What follows belongs to an exercise in optimizing a design on an open flow for small area, a short achievable clock period and few clock cycles; a production flow would make more cautious choices. In this exercise RTL edits were held to simulation tests only and were not proved equivalent to the original.

== old ==
// PN
module PN (
    input clk,
    input rst_n,
    input [1:0] mode,
    input operator,
    input [2:0] in,
    input in_valid,
    output reg out_valid,
    output signed [31:0] out
);
Size in the first run: about 1300 cells after synthesis, roughly 210 flip-flops, about 42 I/O pins.
export LEC_CHECK = 0
export CAP_MARGIN = 20
export CORE_MARGIN = 2
export CORE_UTILIZATION = 55
export SLEW_MARGIN = 20
create_clock -name core_clock -period 15.0 [get_ports {clk}]
standard.sh (not shown) runs the stock make flow with config.mk's settings and CLKGATE_MAP_FILE= SYNTH_SCRIPT=/design/flow/synth_recipe.tcl, a recipe that flattens the netlist after the stock synthesis.
==> flow/flow/run.sh <==
#!/bin/bash
# Own layout flow: the standard ORFS flow (standard.sh, unchanged synthesis),
# with two layout settings beyond the standard ones: ORFS's timing repair aims
# for a larger setup margin, and the port buffers are buf_4 cells. The clock
# period and constraints are the design's.
set -euo pipefail
cd "$(dirname "${BASH_SOURCE[0]}")/.."
bash standard.sh SETUP_SLACK_MARGIN=10.7 SKIP_GATE_CLONING=1 \
    "BUFFER_PORTS_ARGS=-buffer_cell sky130_fd_sc_hd__buf_4" finish > run_standard.log 2>&1
old ended with every stage complete and zero timing, DRC or antenna violations.
Testbench counts of old, summed over its fixed seeds: cycles 36,846.
What new does differently from old at the input level:
-- flow/flow/run.sh --
<<< old, line 8
bash standard.sh SETUP_SLACK_MARGIN=10.7 SKIP_GATE_CLONING=1 \
>>> new, line 8
bash standard.sh SETUP_SLACK_MARGIN=10.9 \
Results
Multi-input logic portion of the cell area: new higher than old. new has initial antenna violation count above what old had. On final critical-path required period, old and new are basically level. Of the two values seen for topmost layer with routed signal wires, met4 was produced by old and met5 by new. Storage element area: old vs new identical. Diff old..new | non-clock inverter total of the final layout | unchanged. In new the sequential share of cell area turned out 0.78 points lower than in old. Diff new..old | synthesized area | negligible.

* * *

PN again, from the RTL that the note above started with.
Settings: LEC_CHECK=0, CAP_MARGIN=20, CORE_MARGIN=2, CORE_UTILIZATION=55, SLEW_MARGIN=20; clock period 15.0 ns.
==> flow/flow/run.sh <==
#!/bin/bash
# Own layout flow: the standard ORFS flow (standard.sh, unchanged synthesis),
# with two layout settings beyond the standard ones: ORFS's timing repair aims
# for a larger setup margin, and the port buffers are buf_4 cells. The clock
# period and constraints are the design's.
set -euo pipefail
cd "$(dirname "${BASH_SOURCE[0]}")/.."
bash standard.sh SETUP_SLACK_MARGIN=10.5 \
    "BUFFER_PORTS_ARGS=-buffer_cell sky130_fd_sc_hd__buf_4" finish > run_standard.log 2>&1
Testbench counts at the start, summed over its fixed seeds: cycles 36,846.
Next try:
--- a/flow/flow/run.sh
+++ b/flow/flow/run.sh
@@ -7,3 +7,3 @@
 cd "$(dirname "${BASH_SOURCE[0]}")/.."
-bash standard.sh SETUP_SLACK_MARGIN=10.5 \
+bash standard.sh SETUP_SLACK_MARGIN=10.7 \
     "BUFFER_PORTS_ARGS=-buffer_cell sky130_fd_sc_hd__buf_4" finish > run_standard.log 2>&1
CORE_UTILIZATION = 60   (was 55)
The new run completed without violations.
Register-to-register slack is better by 0.06 ns.
Via count stays flat.
Die area shrinks by about 8%.
Next try:
CORE_UTILIZATION = 55   (was 60)
After rerunning: The changed run produced a clean layout. Via count came out higher slightly. Non-clock buffer count went up by 10. Routed wire length came out higher by a few percent. Setup slack barely changes. Synthesized cell count is unchanged. Fmax barely changes.
Next try:
--- a/flow/flow/run.sh
+++ b/flow/flow/run.sh
@@ -7,3 +7,3 @@
 cd "$(dirname "${BASH_SOURCE[0]}")/.."
-bash standard.sh SETUP_SLACK_MARGIN=10.7 \
+bash standard.sh SETUP_SLACK_MARGIN=10.6 \
     "BUFFER_PORTS_ARGS=-buffer_cell sky130_fd_sc_hd__buf_4" finish > run_standard.log 2>&1
What happened:
- The new run finished with timing, DRC and antenna clean
- cell count fell by about 0.5%
- utilization hardly moves
- worst hold slack barely changes
- final area is about the same
- synthesized cell count does not change
- synthesized area is unchanged

* * *

## build 42
PN, a different RTL version from the one above (not shown whole).
Size in the first run: about 42 I/O pins, ~13000 um^2 of cells after synthesis.
export LEC_CHECK = 0
export CAP_MARGIN = 20
export CORE_MARGIN = 2
export CORE_UTILIZATION = 55
export SLEW_MARGIN = 20
create_clock -name core_clock -period 15.0 [get_ports {clk}]
==> flow/flow/run.sh <==
#!/bin/bash
# Own layout flow: the standard ORFS flow (standard.sh, unchanged synthesis),
# with two layout settings beyond the standard ones: ORFS's timing repair aims
# for a larger setup margin, and the port buffers are buf_4 cells. The clock
# period and constraints are the design's.
set -euo pipefail
cd "$(dirname "${BASH_SOURCE[0]}")/.."
bash standard.sh SETUP_SLACK_MARGIN=11.0 \
    "BUFFER_PORTS_ARGS=-buffer_cell sky130_fd_sc_hd__buf_4" finish > run_standard.log 2>&1
Testbench counts of build 42, summed over its fixed seeds: cycles 36,846.
### build 42 -> build 73
diff --git a/flow/flow/run.sh b/flow/flow/run.sh
--- a/flow/flow/run.sh
+++ b/flow/flow/run.sh
@@ -6,4 +6,4 @@
 set -euo pipefail
 cd "$(dirname "${BASH_SOURCE[0]}")/.."
-bash standard.sh SETUP_SLACK_MARGIN=11.0 \
+bash standard.sh SETUP_SLACK_MARGIN=10.8 \
     "BUFFER_PORTS_ARGS=-buffer_cell sky130_fd_sc_hd__buf_4" finish > run_standard.log 2>&1
- Build 73 ends up with a cell area that is 3.3% lower than in build 42.
- Non-clock buffer count, build 73 and build 42: larger value in build 42
- Side by side, count of instances resized after the clock tree is built turned out lower in build 73 than in build 42.
diff inputs: build 73 => build 50
diff --git a/flow/flow/run.sh b/flow/flow/run.sh
--- a/flow/flow/run.sh
+++ b/flow/flow/run.sh
@@ -6,4 +6,4 @@
 set -euo pipefail
 cd "$(dirname "${BASH_SOURCE[0]}")/.."
-bash standard.sh SETUP_SLACK_MARGIN=10.8 \
+bash standard.sh SETUP_SLACK_MARGIN=10.6 \
     "BUFFER_PORTS_ARGS=-buffer_cell sky130_fd_sc_hd__buf_4" finish > run_standard.log 2>&1
### Flow results
- Build 73 and build 50 ended up with nearly the same final-layout worst hold slack.
- Final core utilization down 1.4 points in build 50 wrt build 73
- Between build 50 and build 73, it is build 50 whose non-clock buffering overhead in the final layout is lower, by 0.85 points.
- In build 50, average detailed-routed wire length per instance is lower than in build 73.
- The setup slack of build 50 is smaller than that of build 73.
- Per the comparison of build 50 with build 73, storage element area has remained practically unchanged; number of ordinary and repair buffers in the finished layout has decreased; final cell count has decreased.
- edfxtp_1 as the slowest cell on the critical path was reported by build 73, and fa_1 by build 50.
- The routed wire length of build 50 falls short of that of build 73 by about 4.5%.

* * *

== alpha ==
Another version of the RTL of PN (not shown whole).
Size: ~1200 cells after synthesis, about 210 flip-flops, about 42 I/O pins.
## PN
module PN (
    input clk,
    input rst_n,
    input [1:0] mode,
    input operator,
    input [2:0] in,
    input in_valid,
    output reg out_valid,
    output signed [31:0] out
);
==> flow/config.mk <==
export PLATFORM = sky130hd
export DESIGN_NAME = PN
export DESIGN_NICKNAME = PN
export VERILOG_FILES = /design/flow/design.v
export SDC_FILE = /design/flow/constraint.sdc
export NUM_CORES = 8
export LEC_CHECK = 0
export CAP_MARGIN = 20
export CORE_MARGIN = 2
export CORE_UTILIZATION = 55
export SLEW_MARGIN = 20
==> flow/constraint.sdc <==
create_clock -name core_clock -period 15.0 [get_ports {clk}]
set_input_delay 3.0000 -clock core_clock [delete_from_list [all_inputs] [get_ports {clk}]]
set_output_delay 3.0000 -clock core_clock [all_outputs]
set_load 0.01 [all_outputs]
==> flow/flow/run.sh <==
#!/bin/bash
# Own layout flow: the standard ORFS flow (standard.sh, unchanged synthesis),
# with two layout settings beyond the standard ones: ORFS's timing repair aims
# for a larger setup margin, and the port buffers are buf_4 cells. The clock
# period and constraints are the design's.
set -euo pipefail
cd "$(dirname "${BASH_SOURCE[0]}")/.."
bash standard.sh SETUP_SLACK_MARGIN=10.7 \
    "BUFFER_PORTS_ARGS=-buffer_cell sky130_fd_sc_hd__buf_4" finish > run_standard.log 2>&1
Having completed the whole flow, alpha delivered a layout that passed the timing, design-rule and antenna checks.
Testbench counts of alpha, summed over its fixed seeds: cycles 36,846.
[inputs] beta vs alpha
diff --git a/flow/flow/run.sh b/flow/flow/run.sh
--- a/flow/flow/run.sh
+++ b/flow/flow/run.sh
@@ -6,4 +6,4 @@
 set -euo pipefail
 cd "$(dirname "${BASH_SOURCE[0]}")/.."
-bash standard.sh SETUP_SLACK_MARGIN=10.7 \
+bash standard.sh SETUP_SLACK_MARGIN=10.8 \
     "BUFFER_PORTS_ARGS=-buffer_cell sky130_fd_sc_hd__buf_4" finish > run_standard.log 2>&1
==> run summary <==
Cmp beta and alpha / worst hold slack / lower: beta
beta against alpha: initial antenna violation count did not really move, routed wire length increased 3.6%.

-- port drivers added, routing unchanged --
No port has a modelled driver above. Below, the same layouts with a new extraction and two added sets of constraints. Step 1: set_driving_cell puts a clkbuf_16 on clk and a buf_2 on each other input, an assumption about the parent block. Step 2 adds t to the input delays and takes it off the output delays; t is the mean of the earliest and latest rising clock arrival at the registers after step 1. Input paths then give back, and output paths get back, about the clock's delay inside the block. a / b / c = ideal / step 1 / step 2; a / b = the first two.
run	t (ns)	setup WS [ns]	hold slack, ns
old	0.573	10.766 / 10.715 / 10.307	0.447 / 0.447 / 0.447
new	0.568	10.768 / 10.721 / 10.509	0.444 / 0.444 / 0.444
the first run of note 2	0.580	10.604 / 10.555 / 10.336	0.447 / 0.447 / 0.447
the second run of note 2	0.564	10.772 / 10.724 / 10.346	0.441 / 0.441 / 0.441
the third run of note 2	0.573	10.770 / 10.720 / 10.301	0.447 / 0.447 / 0.447
the fourth run of note 2	0.578	10.698 / 10.698 / 10.359	0.448 / 0.448 / 0.448
build 42	0.578	10.680 / 10.680 / 10.564	0.445 / 0.445 / 0.445
build 73	0.575	10.731 / 10.699 / 10.514	0.451 / 0.451 / 0.451
build 50	0.577	10.636 / 10.636 / 10.320	0.452 / 0.452 / 0.452
alpha	0.574	10.729 / 10.715 / 10.483	0.446 / 0.446 / 0.446
beta	0.585	10.572 / 10.572 / 10.515	0.440 / 0.440 / 0.440
After both steps every run listed still meets setup and hold. For the third run of note 2, which loses most, drivers alone change the setup slack by -0.050 ns; drivers and shift together by -0.469 ns.
